This is an optimization exercise on Yosys and OpenROAD, whose aim is small area, a short achievable clock period and few clock cycles, not a production implementation.
For this run, only the layout was checked, not whether the RTL still works.
No activity file was given, so power comes from the tool's default toggle rates.

==> flow/design.v <==
module lmfe_med49 (
	clk,
	INS,
	PIX,
	TR,
	INIT,
	PRE,
	PRE2,
	ZF,
	MED
);
input			clk;
input	[7:0]	INS;
input	[7:0]	PIX;	 
input	[2:0]	TR;		 
input			INIT;	 
input			PRE;	 
input			PRE2;	 
input			ZF;		 
output	[7:0]	MED;	 
reg		[7:0]	slot [0:55];
reg		[55:0]	flag;
reg		[4:0]	L;		 
reg		[6:0]	T00, T01, T02, T03;	 
reg		[6:0]	T10, T11, T12, T13;	 
reg				sel;	 
reg				d7;
reg		[5:0]	mb;		 
integer			p;
reg		[6:0]	ins_rot;
always @ * begin
	case (TR)
		3'd0: ins_rot = {INS[5:0], INS[6]};
		3'd1: ins_rot = {INS[4:0], INS[6:5]};
		3'd2: ins_rot = {INS[3:0], INS[6:4]};
		3'd3: ins_rot = {INS[2:0], INS[6:3]};
		3'd4: ins_rot = {INS[1:0], INS[6:2]};
		3'd5: ins_rot = {INS[0], INS[6:1]};
		default: ins_rot = INS[6:0];
	endcase
end
wire			init = INIT;
wire			ge0, ge1;
lmfe_ge25 i_g0 (.R0(T00), .R1(T01), .R2(T02), .R3(T03), .GE(ge0));
lmfe_ge25 i_g1 (.R0(T10), .R1(T11), .R2(T12), .R3(T13), .GE(ge1));
wire			dec0 = sel ? ge0 : ge1;	 
wire	[6:0]	tc0 = sel ? T00 : T10;
wire	[6:0]	tc1 = sel ? T01 : T11;
wire	[6:0]	tc2 = sel ? T02 : T12;
wire	[6:0]	tc3 = sel ? T03 : T13;
wire	[6:0]	tcur;
lmfe_add4 i_tc (.R0(tc0), .R1(tc1), .R2(tc2), .R3(tc3), .S(tcur));
reg		[5:0]	QZ, ZP;
wire	[5:0]	zpn = QZ + {5'd0, ~slot[0][7]} + {5'd0, ~PIX[7]} - {5'd0, ~slot[48][7]} - {5'd0, ~slot[47][7]};
reg				lt25, lt24;		 
wire	[5:0]	zn = ZP + {5'd0, ~slot[0][7]};
wire			d7n = slot[0][7] ? lt25 : lt24;	 
reg				ia, ib, ic, ic1;
always @ (posedge clk) begin
	ia <= PRE;
	ib <= (TR == 3'd5);
	ic1 <= PRE2;
	ic <= ic1;
end
reg		[56:0]	x0, x1;
reg				ix;
always @ * begin
	for (p = 0; p < 56; p = p + 1) begin
		ix = (p < 12) ? init : (p < 24) ? ia : (p < 36) ? ib : (p < 48) ? ic : 1'b0;
		x0[p] = ~slot[p][5] & ((flag[p] & ~slot[p][6]) | (ix & ~slot[p][7]));
		x1[p] = ~slot[p][5] & ((flag[p] & slot[p][6]) | (ix & slot[p][7]));
	end
	x0[56] = init & ~PIX[7] & ~PIX[6];
	x1[56] = init & PIX[7] & ~PIX[6];
end
wire	[4:0]	e0 = init ? 5'd0 : L;
wire	[6:0]	e10 = init ? {1'b0, ZP} : tc0;
wire	[6:0]	e11 = init ? {6'd0, ~slot[0][7]} : tc1;
wire	[6:0]	e12 = init ? 7'd0 : tc2;
wire	[6:0]	e13 = init ? 7'd0 : tc3;
wire	[6:0]	n00, n01, n02, n03, n10, n11, n12, n13;
lmfe_cnt0 i_c0 (.x(x0), .E(e0), .R0(n00), .R1(n01), .R2(n02), .R3(n03));
lmfe_cnt1 i_c1 (.x(x1), .E0(e10), .E1(e11), .E2(e12), .E3(e13), .R0(n10), .R1(n11), .R2(n12), .R3(n13));
assign MED = {d7, mb, ~dec0};
always @ (posedge clk) begin
	slot[0] <= {INS[7], ins_rot};
	for (p = 0; p < 55; p = p + 1)
		slot[p+1] <= {slot[p][7], slot[p][5:0], slot[p][6]};
	mb <= {mb[4:0], ~dec0};
	T00 <= n00;
	T01 <= n01;
	T02 <= n02;
	T03 <= n03;
	T10 <= n10;
	T11 <= n11;
	T12 <= n12;
	T13 <= n13;
	sel <= init ? ~d7n : dec0;
	if (init) begin
		flag[0] <= (PIX[7] == d7n);
		for (p = 0; p < 48; p = p + 1)
			flag[p+1] <= (slot[p][7] == d7n);
		for (p = 48; p < 55; p = p + 1)
			flag[p+1] <= 1'b0;
		d7 <= d7n;
		L  <= d7n ? zn[4:0] : 5'd0;
	end else begin
		flag[0] <= 1'b0;
		for (p = 0; p < 55; p = p + 1)
			flag[p+1] <= flag[p] & (slot[p][6] ^ dec0) & ~PRE;
		if (!dec0) L <= tcur[4:0];
	end
	ZP <= zpn;
	lt25 <= (zpn < 6'd25);
	lt24 <= (zpn < 6'd24);
	if (ZF)
		QZ <= 6'd48;
	else
		QZ <= QZ + {5'd0, ~slot[0][7]} - {5'd0, ~slot[48][7]};
end
endmodule
module lmfe_cnt0 (x, E, R0, R1, R2, R3);
input [56:0] x;
input [4:0] E;
output [6:0] R0;
output [6:0] R1;
output [6:0] R2;
output [6:0] R3;
wire s1;
wire c2;
assign s1 = x[0] ^ x[1] ^ x[2];
assign c2 = (x[0] & x[1]) | (x[0] & x[2]) | (x[1] & x[2]);
wire s3;
wire c4;
assign s3 = x[3] ^ x[4] ^ x[5];
assign c4 = (x[3] & x[4]) | (x[3] & x[5]) | (x[4] & x[5]);
wire s5;
wire c6;
assign s5 = x[6] ^ x[7] ^ x[8];
assign c6 = (x[6] & x[7]) | (x[6] & x[8]) | (x[7] & x[8]);
wire s7;
wire c8;
assign s7 = x[9] ^ x[10] ^ x[11];
assign c8 = (x[9] & x[10]) | (x[9] & x[11]) | (x[10] & x[11]);
wire s9;
wire c10;
assign s9 = x[12] ^ x[13] ^ x[14];
assign c10 = (x[12] & x[13]) | (x[12] & x[14]) | (x[13] & x[14]);
wire s11;
wire c12;
assign s11 = x[15] ^ x[16] ^ x[17];
assign c12 = (x[15] & x[16]) | (x[15] & x[17]) | (x[16] & x[17]);
wire s13;
wire c14;
assign s13 = x[18] ^ x[19] ^ x[20];
assign c14 = (x[18] & x[19]) | (x[18] & x[20]) | (x[19] & x[20]);
wire s15;
wire c16;
assign s15 = x[21] ^ x[22] ^ x[23];
assign c16 = (x[21] & x[22]) | (x[21] & x[23]) | (x[22] & x[23]);
wire s17;
wire c18;
assign s17 = x[24] ^ x[25] ^ x[26];
assign c18 = (x[24] & x[25]) | (x[24] & x[26]) | (x[25] & x[26]);
wire s19;
wire c20;
assign s19 = x[27] ^ x[28] ^ x[29];
assign c20 = (x[27] & x[28]) | (x[27] & x[29]) | (x[28] & x[29]);
wire s21;
wire c22;
assign s21 = x[30] ^ x[31] ^ x[32];
assign c22 = (x[30] & x[31]) | (x[30] & x[32]) | (x[31] & x[32]);
wire s23;
wire c24;
assign s23 = x[33] ^ x[34] ^ x[35];
assign c24 = (x[33] & x[34]) | (x[33] & x[35]) | (x[34] & x[35]);
wire s25;
wire c26;
assign s25 = x[36] ^ x[37] ^ x[38];
assign c26 = (x[36] & x[37]) | (x[36] & x[38]) | (x[37] & x[38]);
wire s27;
wire c28;
assign s27 = x[39] ^ x[40] ^ x[41];
assign c28 = (x[39] & x[40]) | (x[39] & x[41]) | (x[40] & x[41]);
wire s29;
wire c30;
assign s29 = x[42] ^ x[43] ^ x[44];
assign c30 = (x[42] & x[43]) | (x[42] & x[44]) | (x[43] & x[44]);
wire s31;
wire c32;
assign s31 = x[45] ^ x[46] ^ x[47];
assign c32 = (x[45] & x[46]) | (x[45] & x[47]) | (x[46] & x[47]);
wire s33;
wire c34;
assign s33 = x[48] ^ x[49] ^ x[50];
assign c34 = (x[48] & x[49]) | (x[48] & x[50]) | (x[49] & x[50]);
wire s35;
wire c36;
assign s35 = x[51] ^ x[52] ^ x[53];
assign c36 = (x[51] & x[52]) | (x[51] & x[53]) | (x[52] & x[53]);
wire s37;
wire c38;
assign s37 = x[54] ^ x[55] ^ x[56];
assign c38 = (x[54] & x[55]) | (x[54] & x[56]) | (x[55] & x[56]);
wire s39;
wire c40;
assign s39 = E[0] ^ s1;
assign c40 = E[0] & s1;
wire s41;
wire c42;
assign s41 = E[1] ^ c2 ^ c4;
assign c42 = (E[1] & c2) | (E[1] & c4) | (c2 & c4);
wire s43;
wire c44;
assign s43 = s3 ^ s5 ^ s7;
assign c44 = (s3 & s5) | (s3 & s7) | (s5 & s7);
wire s45;
wire c46;
assign s45 = s9 ^ s11 ^ s13;
assign c46 = (s9 & s11) | (s9 & s13) | (s11 & s13);
wire s47;
wire c48;
assign s47 = s15 ^ s17 ^ s19;
assign c48 = (s15 & s17) | (s15 & s19) | (s17 & s19);
wire s49;
wire c50;
assign s49 = c6 ^ c8 ^ c10;
assign c50 = (c6 & c8) | (c6 & c10) | (c8 & c10);
wire s51;
wire c52;
assign s51 = c12 ^ c14 ^ c16;
assign c52 = (c12 & c14) | (c12 & c16) | (c14 & c16);
wire s53;
wire c54;
assign s53 = c18 ^ c20 ^ c22;
assign c54 = (c18 & c20) | (c18 & c22) | (c20 & c22);
wire s55;
wire c56;
assign s55 = c24 ^ c26 ^ c28;
assign c56 = (c24 & c26) | (c24 & c28) | (c26 & c28);
wire s57;
wire c58;
assign s57 = c30 ^ c32;
assign c58 = c30 & c32;
wire s59;
wire c60;
assign s59 = s21 ^ s23 ^ s25;
assign c60 = (s21 & s23) | (s21 & s25) | (s23 & s25);
wire s61;
wire c62;
assign s61 = s27 ^ s29 ^ s31;
assign c62 = (s27 & s29) | (s27 & s31) | (s29 & s31);
wire s63;
wire c64;
assign s63 = c34 ^ c36 ^ c38;
assign c64 = (c34 & c36) | (c34 & c38) | (c36 & c38);
wire s65;
wire c66;
assign s65 = c40 ^ s41 ^ c44;
assign c66 = (c40 & s41) | (c40 & c44) | (s41 & c44);
wire s67;
wire c68;
assign s67 = c46 ^ c48 ^ s49;
assign c68 = (c46 & c48) | (c46 & s49) | (c48 & s49);
wire s69;
wire c70;
assign s69 = E[2] ^ c42;
assign c70 = E[2] & c42;
wire s71;
wire c72;
assign s71 = s33 ^ s35 ^ s37;
assign c72 = (s33 & s35) | (s33 & s37) | (s35 & s37);
wire s73;
wire c74;
assign s73 = s39 ^ s43;
assign c74 = s39 & s43;
wire s75;
wire c76;
assign s75 = s51 ^ s53 ^ s55;
assign c76 = (s51 & s53) | (s51 & s55) | (s53 & s55);
wire s77;
wire c78;
assign s77 = s57 ^ c60 ^ c62;
assign c78 = (s57 & c60) | (s57 & c62) | (c60 & c62);
wire s79;
wire c80;
assign s79 = s63 ^ s65;
assign c80 = s63 & s65;
wire s81;
wire c82;
assign s81 = c50 ^ c52 ^ c54;
assign c82 = (c50 & c52) | (c50 & c54) | (c52 & c54);
wire s83;
wire c84;
assign s83 = c56 ^ c58 ^ c64;
assign c84 = (c56 & c58) | (c56 & c64) | (c58 & c64);
wire s85;
wire c86;
assign s85 = c66 ^ c68 ^ s69;
assign c86 = (c66 & c68) | (c66 & s69) | (c68 & s69);
wire s87;
wire c88;
assign s87 = s45 ^ s47 ^ s59;
assign c88 = (s45 & s47) | (s45 & s59) | (s47 & s59);
wire s89;
wire c90;
assign s89 = s67 ^ c72 ^ c74;
assign c90 = (s67 & c72) | (s67 & c74) | (c72 & c74);
wire s91;
wire c92;
assign s91 = s75 ^ s77;
assign c92 = s75 & s77;
wire s93;
wire c94;
assign s93 = c76 ^ c78 ^ c80;
assign c94 = (c76 & c78) | (c76 & c80) | (c78 & c80);
wire s95;
wire c96;
assign s95 = s81 ^ s83 ^ s85;
assign c96 = (s81 & s83) | (s81 & s85) | (s83 & s85);
wire s97;
wire c98;
assign s97 = E[3] ^ c70 ^ c82;
assign c98 = (E[3] & c70) | (E[3] & c82) | (c70 & c82);
wire s99;
wire c100;
assign s99 = c84 ^ c86;
assign c100 = c84 & c86;
assign R0 = {1'b0, 1'b0, E[4], c94, c90, s79, s61};
assign R1 = {1'b0, 1'b0, c98, c96, c92, c88, s71};
assign R2 = {1'b0, 1'b0, c100, s97, s93, s89, s73};
assign R3 = {1'b0, 1'b0, 1'b0, s99, s95, s91, s87};
endmodule
module lmfe_cnt1 (x, E0, E1, E2, E3, R0, R1, R2, R3);
input [56:0] x;
input [6:0] E0;
input [6:0] E1;
input [6:0] E2;
input [6:0] E3;
output [6:0] R0;
output [6:0] R1;
output [6:0] R2;
output [6:0] R3;
wire s1;
wire c2;
assign s1 = x[0] ^ x[1] ^ x[2];
assign c2 = (x[0] & x[1]) | (x[0] & x[2]) | (x[1] & x[2]);
wire s3;
wire c4;
assign s3 = x[3] ^ x[4] ^ x[5];
assign c4 = (x[3] & x[4]) | (x[3] & x[5]) | (x[4] & x[5]);
wire s5;
wire c6;
assign s5 = x[6] ^ x[7] ^ x[8];
assign c6 = (x[6] & x[7]) | (x[6] & x[8]) | (x[7] & x[8]);
wire s7;
wire c8;
assign s7 = x[9] ^ x[10] ^ x[11];
assign c8 = (x[9] & x[10]) | (x[9] & x[11]) | (x[10] & x[11]);
wire s9;
wire c10;
assign s9 = x[12] ^ x[13] ^ x[14];
assign c10 = (x[12] & x[13]) | (x[12] & x[14]) | (x[13] & x[14]);
wire s11;
wire c12;
assign s11 = x[15] ^ x[16] ^ x[17];
assign c12 = (x[15] & x[16]) | (x[15] & x[17]) | (x[16] & x[17]);
wire s13;
wire c14;
assign s13 = x[18] ^ x[19] ^ x[20];
assign c14 = (x[18] & x[19]) | (x[18] & x[20]) | (x[19] & x[20]);
wire s15;
wire c16;
assign s15 = x[21] ^ x[22] ^ x[23];
assign c16 = (x[21] & x[22]) | (x[21] & x[23]) | (x[22] & x[23]);
wire s17;
wire c18;
assign s17 = x[24] ^ x[25] ^ x[26];
assign c18 = (x[24] & x[25]) | (x[24] & x[26]) | (x[25] & x[26]);
wire s19;
wire c20;
assign s19 = x[27] ^ x[28];
assign c20 = x[27] & x[28];
wire s21;
wire c22;
assign s21 = x[29] ^ x[30] ^ x[31];
assign c22 = (x[29] & x[30]) | (x[29] & x[31]) | (x[30] & x[31]);
wire s23;
wire c24;
assign s23 = x[32] ^ x[33] ^ x[34];
assign c24 = (x[32] & x[33]) | (x[32] & x[34]) | (x[33] & x[34]);
wire s25;
wire c26;
assign s25 = x[35] ^ x[36] ^ x[37];
assign c26 = (x[35] & x[36]) | (x[35] & x[37]) | (x[36] & x[37]);
wire s27;
wire c28;
assign s27 = x[38] ^ x[39] ^ x[40];
assign c28 = (x[38] & x[39]) | (x[38] & x[40]) | (x[39] & x[40]);
wire s29;
wire c30;
assign s29 = x[41] ^ x[42] ^ x[43];
assign c30 = (x[41] & x[42]) | (x[41] & x[43]) | (x[42] & x[43]);
wire s31;
wire c32;
assign s31 = x[44] ^ x[45] ^ x[46];
assign c32 = (x[44] & x[45]) | (x[44] & x[46]) | (x[45] & x[46]);
wire s33;
wire c34;
assign s33 = x[47] ^ x[48] ^ x[49];
assign c34 = (x[47] & x[48]) | (x[47] & x[49]) | (x[48] & x[49]);
wire s35;
wire c36;
assign s35 = x[50] ^ x[51] ^ x[52];
assign c36 = (x[50] & x[51]) | (x[50] & x[52]) | (x[51] & x[52]);
wire s37;
wire c38;
assign s37 = x[53] ^ x[54] ^ x[55];
assign c38 = (x[53] & x[54]) | (x[53] & x[55]) | (x[54] & x[55]);
wire s39;
wire c40;
assign s39 = x[56] ^ E0[0] ^ E1[0];
assign c40 = (x[56] & E0[0]) | (x[56] & E1[0]) | (E0[0] & E1[0]);
wire s41;
wire c42;
assign s41 = E2[0] ^ E3[0] ^ s1;
assign c42 = (E2[0] & E3[0]) | (E2[0] & s1) | (E3[0] & s1);
wire s43;
wire c44;
assign s43 = s3 ^ s5;
assign c44 = s3 & s5;
wire s45;
wire c46;
assign s45 = E0[1] ^ E1[1] ^ E2[1];
assign c46 = (E0[1] & E1[1]) | (E0[1] & E2[1]) | (E1[1] & E2[1]);
wire s47;
wire c48;
assign s47 = E3[1] ^ c2 ^ c4;
assign c48 = (E3[1] & c2) | (E3[1] & c4) | (c2 & c4);
wire s49;
wire c50;
assign s49 = c6 ^ c8 ^ c10;
assign c50 = (c6 & c8) | (c6 & c10) | (c8 & c10);
wire s51;
wire c52;
assign s51 = c12 ^ c14;
assign c52 = c12 & c14;
wire s53;
wire c54;
assign s53 = s7 ^ s9 ^ s11;
assign c54 = (s7 & s9) | (s7 & s11) | (s9 & s11);
wire s55;
wire c56;
assign s55 = s13 ^ s15 ^ s17;
assign c56 = (s13 & s15) | (s13 & s17) | (s15 & s17);
wire s57;
wire c58;
assign s57 = s19 ^ s21 ^ s23;
assign c58 = (s19 & s21) | (s19 & s23) | (s21 & s23);
wire s59;
wire c60;
assign s59 = c16 ^ c18 ^ c20;
assign c60 = (c16 & c18) | (c16 & c20) | (c18 & c20);
wire s61;
wire c62;
assign s61 = c22 ^ c24 ^ c26;
assign c62 = (c22 & c24) | (c22 & c26) | (c24 & c26);
wire s63;
wire c64;
assign s63 = c28 ^ c30 ^ c32;
assign c64 = (c28 & c30) | (c28 & c32) | (c30 & c32);
wire s65;
wire c66;
assign s65 = c34 ^ c36 ^ c38;
assign c66 = (c34 & c36) | (c34 & c38) | (c36 & c38);
wire s67;
wire c68;
assign s67 = c40 ^ c42;
assign c68 = c40 & c42;
wire s69;
wire c70;
assign s69 = s25 ^ s27 ^ s29;
assign c70 = (s25 & s27) | (s25 & s29) | (s27 & s29);
wire s71;
wire c72;
assign s71 = s31 ^ s33 ^ s35;
assign c72 = (s31 & s33) | (s31 & s35) | (s33 & s35);
wire s73;
wire c74;
assign s73 = c44 ^ s45 ^ s47;
assign c74 = (c44 & s45) | (c44 & s47) | (s45 & s47);
wire s75;
wire c76;
assign s75 = s49 ^ s51 ^ c54;
assign c76 = (s49 & s51) | (s49 & c54) | (s51 & c54);
wire s77;
wire c78;
assign s77 = c56 ^ c58 ^ s59;
assign c78 = (c56 & c58) | (c56 & s59) | (c58 & s59);
wire s79;
wire c80;
assign s79 = E0[2] ^ E1[2] ^ E2[2];
assign c80 = (E0[2] & E1[2]) | (E0[2] & E2[2]) | (E1[2] & E2[2]);
wire s81;
wire c82;
assign s81 = E3[2] ^ c46 ^ c48;
assign c82 = (E3[2] & c46) | (E3[2] & c48) | (c46 & c48);
wire s83;
wire c84;
assign s83 = c50 ^ c52 ^ c60;
assign c84 = (c50 & c52) | (c50 & c60) | (c52 & c60);
wire s85;
wire c86;
assign s85 = c62 ^ c64;
assign c86 = c62 & c64;
wire s87;
wire c88;
assign s87 = s37 ^ s39 ^ s41;
assign c88 = (s37 & s39) | (s37 & s41) | (s39 & s41);
wire s89;
wire c90;
assign s89 = s43 ^ s53;
assign c90 = s43 & s53;
wire s91;
wire c92;
assign s91 = s61 ^ s63 ^ s65;
assign c92 = (s61 & s63) | (s61 & s65) | (s63 & s65);
wire s93;
wire c94;
assign s93 = s67 ^ c70 ^ c72;
assign c94 = (s67 & c70) | (s67 & c72) | (c70 & c72);
wire s95;
wire c96;
assign s95 = s73 ^ s75;
assign c96 = s73 & s75;
wire s97;
wire c98;
assign s97 = c66 ^ c68 ^ c74;
assign c98 = (c66 & c68) | (c66 & c74) | (c68 & c74);
wire s99;
wire c100;
assign s99 = c76 ^ c78 ^ s79;
assign c100 = (c76 & c78) | (c76 & s79) | (c78 & s79);
wire s101;
wire c102;
assign s101 = s81 ^ s83 ^ s85;
assign c102 = (s81 & s83) | (s81 & s85) | (s83 & s85);
wire s103;
wire c104;
assign s103 = E0[3] ^ E1[3] ^ E2[3];
assign c104 = (E0[3] & E1[3]) | (E0[3] & E2[3]) | (E1[3] & E2[3]);
wire s105;
wire c106;
assign s105 = E3[3] ^ c80 ^ c82;
assign c106 = (E3[3] & c80) | (E3[3] & c82) | (c80 & c82);
wire s107;
wire c108;
assign s107 = c84 ^ c86;
assign c108 = c84 & c86;
wire s109;
wire c110;
assign s109 = E0[4] ^ E1[4];
assign c110 = E0[4] & E1[4];
wire s111;
wire c112;
assign s111 = s55 ^ s57 ^ s69;
assign c112 = (s55 & s57) | (s55 & s69) | (s57 & s69);
wire s113;
wire c114;
assign s113 = s77 ^ c88 ^ c90;
assign c114 = (s77 & c88) | (s77 & c90) | (c88 & c90);
wire s115;
wire c116;
assign s115 = s91 ^ s93;
assign c116 = s91 & s93;
wire s117;
wire c118;
assign s117 = c92 ^ c94 ^ c96;
assign c118 = (c92 & c94) | (c92 & c96) | (c94 & c96);
wire s119;
wire c120;
assign s119 = s97 ^ s99 ^ s101;
assign c120 = (s97 & s99) | (s97 & s101) | (s99 & s101);
wire s121;
wire c122;
assign s121 = c98 ^ c100 ^ c102;
assign c122 = (c98 & c100) | (c98 & c102) | (c100 & c102);
wire s123;
wire c124;
assign s123 = s103 ^ s105 ^ s107;
assign c124 = (s103 & s105) | (s103 & s107) | (s105 & s107);
wire s125;
wire c126;
assign s125 = E2[4] ^ E3[4] ^ c104;
assign c126 = (E2[4] & E3[4]) | (E2[4] & c104) | (E3[4] & c104);
wire s127;
wire c128;
assign s127 = c106 ^ c108 ^ s109;
assign c128 = (c106 & c108) | (c106 & s109) | (c108 & s109);
wire s129;
wire c130;
assign s129 = E0[5] ^ E1[5] ^ E2[5];
assign c130 = (E0[5] & E1[5]) | (E0[5] & E2[5]) | (E1[5] & E2[5]);
wire s131;
wire c132;
assign s131 = E3[5] ^ c110;
assign c132 = E3[5] & c110;
wire s133;
wire c134;
assign s133 = E0[6] ^ E1[6] ^ E2[6];
assign c134 = (E0[6] & E1[6]) | (E0[6] & E2[6]) | (E1[6] & E2[6]);
assign R0 = {E3[6], c126, c122, c118, c114, s95, s71};
assign R1 = {c130, c128, c124, c120, c116, c112, s87};
assign R2 = {c132, s129, s125, s121, s117, s113, s89};
assign R3 = {s133, s131, s127, s123, s119, s115, s111};
endmodule
module lmfe_ge25 (R0, R1, R2, R3, GE);
input [6:0] R0;
input [6:0] R1;
input [6:0] R2;
input [6:0] R3;
output GE;
wire s1;
wire c2;
assign s1 = R0[0] ^ R1[0];
assign c2 = R0[0] & R1[0];
wire s3;
wire c4;
assign s3 = R0[1] ^ R1[1] ^ R2[1];
assign c4 = (R0[1] & R1[1]) | (R0[1] & R2[1]) | (R1[1] & R2[1]);
wire s5;
wire c6;
assign s5 = R0[2] ^ R1[2] ^ R2[2];
assign c6 = (R0[2] & R1[2]) | (R0[2] & R2[2]) | (R1[2] & R2[2]);
wire s7;
wire c8;
assign s7 = R0[3] ^ R1[3] ^ R2[3];
assign c8 = (R0[3] & R1[3]) | (R0[3] & R2[3]) | (R1[3] & R2[3]);
wire s9;
wire c10;
assign s9 = R0[4] ^ R1[4] ^ R2[4];
assign c10 = (R0[4] & R1[4]) | (R0[4] & R2[4]) | (R1[4] & R2[4]);
wire s11;
wire c12;
assign s11 = R0[5] ^ R1[5] ^ R2[5];
assign c12 = (R0[5] & R1[5]) | (R0[5] & R2[5]) | (R1[5] & R2[5]);
wire s13;
wire c14;
assign s13 = R0[6] ^ R1[6] ^ R2[6];
assign c14 = (R0[6] & R1[6]) | (R0[6] & R2[6]) | (R1[6] & R2[6]);
wire s15;
wire c16;
assign s15 = R2[0] ^ R3[0];
assign c16 = R2[0] & R3[0];
wire s17;
wire c18;
assign s17 = R3[1] ^ c2 ^ s3;
assign c18 = (R3[1] & c2) | (R3[1] & s3) | (c2 & s3);
wire s19;
wire c20;
assign s19 = R3[2] ^ c4 ^ s5;
assign c20 = (R3[2] & c4) | (R3[2] & s5) | (c4 & s5);
wire s21;
wire c22;
assign s21 = R3[3] ^ c6 ^ s7;
assign c22 = (R3[3] & c6) | (R3[3] & s7) | (c6 & s7);
wire s23;
wire c24;
assign s23 = R3[4] ^ c8 ^ s9;
assign c24 = (R3[4] & c8) | (R3[4] & s9) | (c8 & s9);
wire s25;
wire c26;
assign s25 = R3[5] ^ c10 ^ s11;
assign c26 = (R3[5] & c10) | (R3[5] & s11) | (c10 & s11);
wire s27;
wire c28;
assign s27 = R3[6] ^ c12 ^ s13;
assign c28 = (R3[6] & c12) | (R3[6] & s13) | (c12 & s13);
wire [6:0] P = {c26, c24, c22, c20, c18, c16, s1};
wire [6:0] Q = {s27, s25, s23, s21, s19, s17, s15};
wire [7:0] u, v;   
assign v[0] = 1'b0;
assign u[0] = ~(P[0] ^ Q[0]);
assign v[1] = P[0] | Q[0];
assign u[1] = ~(P[1] ^ Q[1]);
assign v[2] = P[1] | Q[1];
assign u[2] = ~(P[2] ^ Q[2]);
assign v[3] = P[2] | Q[2];
assign u[3] = P[3] ^ Q[3];
assign v[4] = P[3] & Q[3];
assign u[4] = P[4] ^ Q[4];
assign v[5] = P[4] & Q[4];
assign u[5] = ~(P[5] ^ Q[5]);
assign v[6] = P[5] | Q[5];
assign u[6] = ~(P[6] ^ Q[6]);
assign v[7] = P[6] | Q[6];
assign u[7] = 1'b0;
wire [6:0] G0, P0;
assign G0[0] = u[0] & v[0];
assign P0[0] = u[0] | v[0];
assign G0[1] = u[1] & v[1];
assign P0[1] = u[1] | v[1];
assign G0[2] = u[2] & v[2];
assign P0[2] = u[2] | v[2];
assign G0[3] = u[3] & v[3];
assign P0[3] = u[3] | v[3];
assign G0[4] = u[4] & v[4];
assign P0[4] = u[4] | v[4];
assign G0[5] = u[5] & v[5];
assign P0[5] = u[5] | v[5];
assign G0[6] = u[6] & v[6];
assign P0[6] = u[6] | v[6];
wire [6:0] G1, P1;
assign G1[0] = G0[0];
assign P1[0] = P0[0];
assign G1[1] = G0[1] | (P0[1] & G0[0]);
assign P1[1] = P0[1] & P0[0];
assign G1[2] = G0[2] | (P0[2] & G0[1]);
assign P1[2] = P0[2] & P0[1];
assign G1[3] = G0[3] | (P0[3] & G0[2]);
assign P1[3] = P0[3] & P0[2];
assign G1[4] = G0[4] | (P0[4] & G0[3]);
assign P1[4] = P0[4] & P0[3];
assign G1[5] = G0[5] | (P0[5] & G0[4]);
assign P1[5] = P0[5] & P0[4];
assign G1[6] = G0[6] | (P0[6] & G0[5]);
assign P1[6] = P0[6] & P0[5];
wire [6:0] G2, P2;
assign G2[0] = G1[0];
assign P2[0] = P1[0];
assign G2[1] = G1[1];
assign P2[1] = P1[1];
assign G2[2] = G1[2] | (P1[2] & G1[0]);
assign P2[2] = P1[2] & P1[0];
assign G2[3] = G1[3] | (P1[3] & G1[1]);
assign P2[3] = P1[3] & P1[1];
assign G2[4] = G1[4] | (P1[4] & G1[2]);
assign P2[4] = P1[4] & P1[2];
assign G2[5] = G1[5] | (P1[5] & G1[3]);
assign P2[5] = P1[5] & P1[3];
assign G2[6] = G1[6] | (P1[6] & G1[4]);
assign P2[6] = P1[6] & P1[4];
wire [6:0] G3, P3;
assign G3[0] = G2[0];
assign P3[0] = P2[0];
assign G3[1] = G2[1];
assign P3[1] = P2[1];
assign G3[2] = G2[2];
assign P3[2] = P2[2];
assign G3[3] = G2[3];
assign P3[3] = P2[3];
assign G3[4] = G2[4] | (P2[4] & G2[0]);
assign P3[4] = P2[4] & P2[0];
assign G3[5] = G2[5] | (P2[5] & G2[1]);
assign P3[5] = P2[5] & P2[1];
assign G3[6] = G2[6] | (P2[6] & G2[2]);
assign P3[6] = P2[6] & P2[2];
assign GE = v[7] ^ G3[6];
endmodule
module lmfe_add4 (R0, R1, R2, R3, S);
input [6:0] R0;
input [6:0] R1;
input [6:0] R2;
input [6:0] R3;
output [6:0] S;
wire s1;
wire c2;
assign s1 = R0[0] ^ R1[0];
assign c2 = R0[0] & R1[0];
wire s3;
wire c4;
assign s3 = R0[1] ^ R1[1] ^ R2[1];
assign c4 = (R0[1] & R1[1]) | (R0[1] & R2[1]) | (R1[1] & R2[1]);
wire s5;
wire c6;
assign s5 = R0[2] ^ R1[2] ^ R2[2];
assign c6 = (R0[2] & R1[2]) | (R0[2] & R2[2]) | (R1[2] & R2[2]);
wire s7;
wire c8;
assign s7 = R0[3] ^ R1[3] ^ R2[3];
assign c8 = (R0[3] & R1[3]) | (R0[3] & R2[3]) | (R1[3] & R2[3]);
wire s9;
wire c10;
assign s9 = R0[4] ^ R1[4] ^ R2[4];
assign c10 = (R0[4] & R1[4]) | (R0[4] & R2[4]) | (R1[4] & R2[4]);
wire s11;
wire c12;
assign s11 = R0[5] ^ R1[5] ^ R2[5];
assign c12 = (R0[5] & R1[5]) | (R0[5] & R2[5]) | (R1[5] & R2[5]);
wire s13;
wire c14;
assign s13 = R0[6] ^ R1[6] ^ R2[6];
assign c14 = (R0[6] & R1[6]) | (R0[6] & R2[6]) | (R1[6] & R2[6]);
wire s15;
wire c16;
assign s15 = R2[0] ^ R3[0];
assign c16 = R2[0] & R3[0];
wire s17;
wire c18;
assign s17 = R3[1] ^ c2 ^ s3;
assign c18 = (R3[1] & c2) | (R3[1] & s3) | (c2 & s3);
wire s19;
wire c20;
assign s19 = R3[2] ^ c4 ^ s5;
assign c20 = (R3[2] & c4) | (R3[2] & s5) | (c4 & s5);
wire s21;
wire c22;
assign s21 = R3[3] ^ c6 ^ s7;
assign c22 = (R3[3] & c6) | (R3[3] & s7) | (c6 & s7);
wire s23;
wire c24;
assign s23 = R3[4] ^ c8 ^ s9;
assign c24 = (R3[4] & c8) | (R3[4] & s9) | (c8 & s9);
wire s25;
wire c26;
assign s25 = R3[5] ^ c10 ^ s11;
assign c26 = (R3[5] & c10) | (R3[5] & s11) | (c10 & s11);
wire s27;
wire c28;
assign s27 = R3[6] ^ c12 ^ s13;
assign c28 = (R3[6] & c12) | (R3[6] & s13) | (c12 & s13);
assign S = {c26, c24, c22, c20, c18, c16, s1} + {s27, s25, s23, s21, s19, s17, s15};
endmodule
module lmfe_filter_ctrl (
	clk,
	RST,
	IEN,
	DIN,
	Q,
	MED,
	A,
	D,
	CEN,
	WEN,
	INS,
	PIX,
	TR,
	INIT,
	PRE,
	PRE2,
	ZF,
	DOUT,
	OV,
	BZ
);
input			clk;
input			RST;
input			IEN;
input	[7:0]	DIN;
input	[7:0]	Q;
input	[7:0]	MED;
output	[9:0]	A;
output	[7:0]	D;
output			CEN;
output			WEN;
output	[7:0]	INS;
output	[7:0]	PIX;
output	[2:0]	TR;
output			INIT;
output			PRE;
output			PRE2;
output			ZF;
output	[7:0]	DOUT;
output			OV;
output			BZ;
localparam ST_IDL  = 2'd0;
localparam ST_LOAD = 2'd1;
localparam ST_RUN  = 2'd2;
localparam ST_END  = 2'd3;
reg		[9:0]	A;
reg		[7:0]	D;
reg				CEN;
reg				WEN;
reg		[7:0]	DOUT;
reg				OV;
reg				BZ;
reg		[1:0]	state;
reg		[2:0]	t;		 
reg		[7:0]	j;		 
reg		[7:0]	y;		 
reg				v1, v2;	 
reg				d1, d2;	 
reg				pv;		 
reg				okA, okB;	 
reg				INIT;		 
reg				PRE;		 
reg				PRE2;		 
wire	run = (state == ST_RUN);
wire	col_in = ~j[7];						 
wire	[7:0] yt = y + {5'd0, t};			 
wire	rd_ok = run && col_in && (t != 3'd6) && (yt >= 8'd3) && (yt <= 8'd130);
wire	wr_ok = run && col_in && (y <= 8'd124);
wire	[2:0] rrow = y[2:0] + t + 3'd5;		 
wire	[2:0] wrow = y[2:0] + 3'd3;			 
wire	last_load = (y[1:0] == 2'd2) && (j[6:0] == 7'd127);
wire	last_col = (j == 8'd130);
assign TR = (t >= 3'd2) ? (t - 3'd2) : (t + 3'd5);
assign ZF = ~run;
assign INS = v2 ? (d2 ? D : Q) : 8'd0;
assign PIX = pv ? D : 8'd0;
always @ (posedge clk, posedge RST) begin
	if (RST) begin
		state <= ST_IDL;
		OV <= 1'b0;
		BZ <= 1'b0;
		okA <= 1'b0;
		okB <= 1'b0;
	end else begin
		OV <= 1'b0;
		case (state)
			ST_IDL: begin
				if (IEN) state <= ST_LOAD;	 
			end
			ST_LOAD: begin
				if (last_load) begin
					BZ <= 1'b1;
					state <= ST_RUN;
				end
			end
			ST_RUN: begin
				BZ <= ~((t == 3'd4) && wr_ok);
				if (t == 3'd1) OV <= okB;
				if (t == 3'd6) begin
					okA <= (j >= 8'd3) && ~y[7];
					okB <= okA;
				end
				if ((y == 8'd128) && (j == 8'd1) && (t == 3'd1))
					state <= ST_END;
			end
			ST_END: begin
				BZ <= 1'b1;
			end
		endcase
	end
end
always @ (posedge clk) begin
	case (state)
		ST_IDL: begin
			CEN <= ~IEN;
			WEN <= ~IEN;
		end
		ST_LOAD: begin
			CEN <= 1'b0;
			WEN <= 1'b0;
		end
		ST_RUN: begin
			CEN <= (t == 3'd6) ? ~wr_ok : ~rd_ok;
			WEN <= (t != 3'd6);
		end
		default: begin
			CEN <= 1'b1;
			WEN <= 1'b1;
		end
	endcase
end
always @ (posedge clk) begin
	v2 <= v1;
	d2 <= d1;
	v1 <= 1'b0;
	d1 <= 1'b0;
	INIT <= run && (t == 3'd0);
	PRE <= run && (t == 3'd6);
	PRE2 <= run && (t == 3'd5);
	case (state)
		ST_IDL: begin
			pv <= 1'b0;
			A <= 10'd0;
			D <= DIN;
			j <= 8'd1;
			y <= 8'd0;
		end
		ST_LOAD: begin
			A <= {1'b0, y[1:0], j[6:0]};
			D <= DIN;
			{y[1:0], j[6:0]} <= {y[1:0], j[6:0]} + 9'd1;
			if (last_load) begin
				t <= 3'd0;
				j <= 8'd0;
				y <= 8'd0;
			end
		end
		ST_RUN: begin
			if (t == 3'd6) begin
				A <= {wrow, j[6:0]};
				pv <= wr_ok;
				v1 <= wr_ok;
				d1 <= 1'b1;
			end else begin
				A <= {rrow, j[6:0]};
				v1 <= rd_ok;
			end
			if (t == 3'd5) D <= DIN;
			if (t == 3'd6) begin
				t <= 3'd0;
				if (last_col) begin
					j <= 8'd0;
					y <= y + 8'd1;
				end else begin
					j <= j + 8'd1;
				end
			end else begin
				t <= t + 3'd1;
			end
		end
		default: begin
			A <= {rrow, j[6:0]};
		end
	endcase
	DOUT <= MED;	 
end
endmodule
module lmfe_top (
	clk,
	reset,
	Din,
	in_en,
	busy,
	out_valid,
	Dout,
	sram_a,
	sram_d,
	sram_cen,
	sram_wen,
	sram_q
);
input			clk;
input			reset;
input	[7:0]	Din;
input			in_en;
output			busy;
output			out_valid;
output	[7:0]	Dout;
output	[9:0]	sram_a;
output	[7:0]	sram_d;
output			sram_cen;
output			sram_wen;
input	[7:0]	sram_q;
wire	[7:0]	ins;
wire	[7:0]	pix;
wire	[2:0]	tr;
wire			init;
wire			pre;
wire			pre2;
wire			zforce;
wire	[7:0]	med;
lmfe_filter_ctrl i_lmfe_filter_ctrl (
	.clk	(clk),
	.RST	(reset),
	.IEN	(in_en),
	.DIN	(Din),
	.Q		(sram_q),
	.MED	(med),
	.A		(sram_a),
	.D		(sram_d),
	.CEN	(sram_cen),
	.WEN	(sram_wen),
	.INS	(ins),
	.PIX	(pix),
	.TR		(tr),
	.INIT	(init),
	.PRE	(pre),
	.PRE2	(pre2),
	.ZF		(zforce),
	.DOUT	(Dout),
	.OV		(out_valid),
	.BZ		(busy)
);
lmfe_med49 i_lmfe_med49 (
	.clk	(clk),
	.INS	(ins),
	.PIX	(pix),
	.TR		(tr),
	.INIT	(init),
	.PRE	(pre),
	.PRE2	(pre2),
	.ZF		(zforce),
	.MED	(med)
);
endmodule
==> flow/flow/run.sh <==
#!/bin/bash
set -euo pipefail
bash standard.sh SETUP_SLACK_MARGIN=6.6 finish > standard.log 2>&1
==> flow/standard.sh <==
#!/bin/bash
# synth_recipe.tcl (not shown) runs the flow's synth.tcl, then flattens the netlist and writes it again
# the make line also repeats each setting of config.mk as NAME=value (left out here)
make -C /OpenROAD-flow-scripts/flow DESIGN_CONFIG=/design/flow/config.mk WORK_HOME=/design/flow/orfs CLKGATE_MAP_FILE= SYNTH_SCRIPT=/design/flow/synth_recipe.tcl "${@:-finish}"
==> flow/config.mk <==
export PLATFORM = sky130hd
export DESIGN_NAME = lmfe_top
export DESIGN_NICKNAME = lmfe_top
export VERILOG_FILES = /design/flow/design.v
export SDC_FILE = /design/flow/constraint.sdc
export NUM_CORES = 4
export LEC_CHECK = 0
export CAP_MARGIN = 20
export CORE_MARGIN = 2
export CORE_UTILIZATION = 55
export CTS_CLUSTER_DIAMETER = 60
export CTS_CLUSTER_SIZE = 24
export PLACE_DENSITY = 0.7
export SLEW_MARGIN = 20
==> flow/constraint.sdc <==
create_clock -name core_clock -period 10.0 [get_ports {clk}]
set_input_delay 2.0000 -clock core_clock [delete_from_list [all_inputs] [get_ports {clk}]]
set_output_delay 2.0000 -clock core_clock [all_outputs]
set_load 0.01 [all_outputs]
==> run summary <==
per-layer routing:
layer | routed length [um] | share of wire
met1 | 21700 | 0.44
met2 | 23500 | 0.48
met3 | 2450 | 0.050
met4 | 1260 | 0.026
met5 | 0 | 0
cell usage in the layout, fill, tap and decap left out, types with 8 or more instances in the layout:
cell type / count
clkbuf_16: 45
or4_1: 48
a22oi_1: 47
and2_1: 13
o211ai_1: 50
fa_1: 111
a21o_1: 9
inv_2: 12
inv_1: 204
edfxtp_1: 34
o22ai_1: 51
a2bb2oi_1: 48
xor2_1: 16
fa_2: 15
nor2b_1: 25
a21oi_1: 22
or2_2: 19
nand2b_1: 36
xnor2_1: 75
inv_12: 8
nand3_1: 63
nor3_1: 14
dfxtp_1: 561
dfxtp_2: 10
dlygate4sd2_1: 30
and3_1: 8
nand2_1: 113
mux2i_1: 22
ha_1: 76
mux2_2: 18
buf_12: 9
or3_1: 14
nor2_1: 72
o21ai_0: 29
and3b_1: 8
buf_4: 25
clkdlybuf4s50_1: 18
flip-flops by register name, summed over array words and instances (netlist names), 6 cells and up:
| signal | count |
|---|---|
| i_lmfe_filter_ctrl.A | 10 |
| i_lmfe_filter_ctrl.D | 8 |
| i_lmfe_med49.QZ | 6 |
| i_lmfe_filter_ctrl.y | 8 |
| i_lmfe_med49.T10 | 7 |
| i_lmfe_med49.T12 | 7 |
| i_lmfe_filter_ctrl.j | 8 |
| i_lmfe_med49.T13 | 7 |
| i_lmfe_med49.slot | 426 |
| i_lmfe_med49.flag | 56 |
| i_lmfe_med49.ZP | 6 |
| i_lmfe_med49.T11 | 7 |
worst reg2reg max path: cells and delay by family, from the launching register on:
kind                     cells  cell delay (ps)
adder cells (fa/ha/maj)      4             1620
flip-flops                   1              350
buffers and inverters        2              290
AND/OR/NAND/NOR              1              500
AO/OA/AOI/OAI                4              710
where the power goes:
group          switching (mW)  internal (mW)  total [mW]
clock network           0.930          0.843        1.77
logic                    2.52           1.89        4.40
registers               0.506           3.29        3.80
total                    3.95           6.02        9.97
cell type report:
type,instances,area (um2)
Clock inverter,26,310
Antenna cell,1,2.50
Tap cell,539,674
Multi-Input combinational cell,1109,9590
Clock buffer,44,1080
Fill cell,3196,15600
Sequential cell,615,12700
Timing Repair Buffer,95,1090
Timing Repair inverter,2,15.0
Inverter,219,833
cells by family (layout without fill, tap and decap cells):
kind of cell,after synthesis,in the layout
flip-flops,615,615
AND/OR/NAND/NOR,467,467
AO/OA/AOI/OAI,300,300
buffers and inverters,300,386
adder cells (fa/ha/maj),205,205
XOR/XNOR,92,92
multiplexers,45,45
other,0,1
worst min path at each step:
stage / from / to / slack, ps
floorplan: i_lmfe_filter_ctrl.d1 / i_lmfe_filter_ctrl.d2 / 310
global placement: i_lmfe_med49.slot[28][3] / i_lmfe_med49.slot[29][4] / 310
detailed placement: i_lmfe_med49.slot[11][0] / i_lmfe_med49.slot[12][1] / 310
CTS: i_lmfe_med49.slot[26][4] / i_lmfe_med49.slot[27][5] / 330
global route: i_lmfe_med49.slot[35][4] / i_lmfe_med49.slot[36][5] / 320
finish: i_lmfe_med49.slot[26][4] / i_lmfe_med49.slot[27][5] / 320
stage by stage:
stage | area, um2 | setup slack (ps)
after global routing | 26300 | 6360
after global placement | 24200 | 5460
after floorplan | 23400 | 6570
after CTS | 26000 | 6500
final | 26300 | 6450
after detailed placement | 24200 | 5330
timing repair:
item / in CTS / in global routing
buffers inserted: 21 / 9
pin swaps: 2 / 29
endpoints found under the hold margin: 0 / 0
gates cloned: 6 / 2
hold buffers: 0 / 0
resized for setup: 68 / 63
endpoints found under the setup margin: 123 / 72
==> impl_metrics.ini <==
[timing]
period_needed_ps = 3550
rsz0062_at_grt = yes
finalSetupViolCount = 0
max_slew_margin = 0.314
hold_viol = 0
slew_viol_final = 0
totalNegativeSetupSlack_ps = 0
max_slew.worst_pin.slew_ps = 1020
skew_ps = 23.0
max_freq_ghz = 0.282
period_share = 0.355
hold_slack_ps = 322

[status]
status = complete, no violations

[setup_path]
critical_path.endpoint = i_lmfe_med49.flag[30]
cp_max_fo = 31
critPathMostFrequentCell = fa_1
path_buf_inv = 2
required_ps = 10500
critPathKind = register to register
ff2ff_path_depth = 11
critPathLaunchType = register
cpLargestDelayFamily = adder cells
reg2reg_from = i_lmfe_med49.T02[1]
regToRegEndpoint = i_lmfe_med49.flag[30]
critPathArrivalTime_ps = 4040
crit_cells = 11
max_stage_delay_ps = 520
reg2reg_slack_ps = 6450
cpMaxStageDelayCell = fa_1
cp-end-kind = register
worstSetupStartpoint = i_lmfe_med49.T02[1]
path_cells = fa_1, fa_1, inv_1, ha_1, o21bai_1, maj3_2, a211oi_4, o211ai_4, clkbuf_16, or4_1, o211ai_1

[pwr]
total_power_mw = 9.97
power_density_nw_per_um2 = 379
vdd.ir_drop.worst_uv = 309
p_leak_nw = 10.6

[routing]
vias = 14400
firstDrtPassIters = 5
routed_wl_um = 48900
drc = 0
routedWlPerCell_um = 18.5
first_iter_violations = 1061
ant_nets = 0
post_drt_via_cell_ratio = 5.45

[global_routing]
grt_use_met2 = 0.378
use_met3 = 0.0313
grt_max_degree = 104
busiest_layer = met2
grt_use_met1 = 0.296
grt_pass1_vias = 14800
gr-total-overflow = 0
antenna_found_initial = 1
grt_pass1_wl_um = 77700
grtUsageTotal = 0.223

[cts]
clkLatencyLatePin_ps = 580
clockRootBuffer = clkbuf_16
clkSinkCount = 615
clock_path_buffers = 3
clkSlewWorstSetupHoldPaths_ps = 80
numCtsBuffers = 41
cts_tree = built
cts_htree_levels = 2

[synth]
synth_top_family_by_area = adder cells
synth_compound_area_frac = 0.0923
synth_edf_count = 34
syn_area_per_cell_um2 = 11.6
synth_area_um2 = 23400
syn_nets = 2245
synthArstFlopShare = 0.00976
synth_top_area_cell = dfxtp_1
ys_ff_latch = 615
synth_common_cells = dfxtp_1, inv_1, fa_1
synthSimpleGateAreaFrac = 0.105
synth_xor_area_frac = 0.0344
synth_most_common_cell = dfxtp_1
syn_inst = 2024
yosys-top-cells-area = dfxtp_1, fa_1, edfxtp_1
synth_warnings = 3
post_synth_fa_ha_maj_area_fraction = 0.150
synthFlopType = dfxtp_1
synthMuxAreaShare = 0.0203
ys_seq_area_frac = 0.542
synth_cell_types = 69
synth.top_cell.area_share = 0.492

[die]
die_y_um = 210
ios = 49
core.rowCount = 75
core-area_um2 = 41900
die_area_um2 = 44200
dieWidth_um = 210
start_util = 0.558

[cells_and_area]
fin_cells = 2650
nets = 2304
area_growth_syn_to_layout_pct = 12.4
fin_util = 0.627
drive_above_1_share = 0.111

[place]
post-place-cells = 2540
place_hpwl_um = 31800
portBuffers = 48
gp_congestion = 0.860

[job]
drv_cap = 0

[min_path]
hold_path.class = register to register
hold_path_depth = 0

[static timing again, ports no longer ideal]
The flow's constraints put no driver on any port. The routed layout listed below was extracted and timed again, unchanged, in two steps.
Step 1: set_driving_cell puts a clkbuf_16 on clk and a buf_2 on each other input, an assumption about the parent block.
Step 2 moves the port delays by t, midway between the first and last clock arrival at a register: inputs arrive t later, outputs are due t later. That takes back most of the time a late clock gives input paths.
Slacks: ideal / step 1 / step 2; pairs: ideal / step 1.
t, ns: 0.629
setup slack, ns: 6.454 / 6.454 / 6.408
worst hold slack (ns): 0.322 / 0.322 / 0.322
worst setup path at the end: input to register
pins driven straight from the clock port: 1
After both steps setup and hold are still met in this run. The setup slack of this run moves by 0.000 ns with the drivers and by -0.046 ns with both steps.
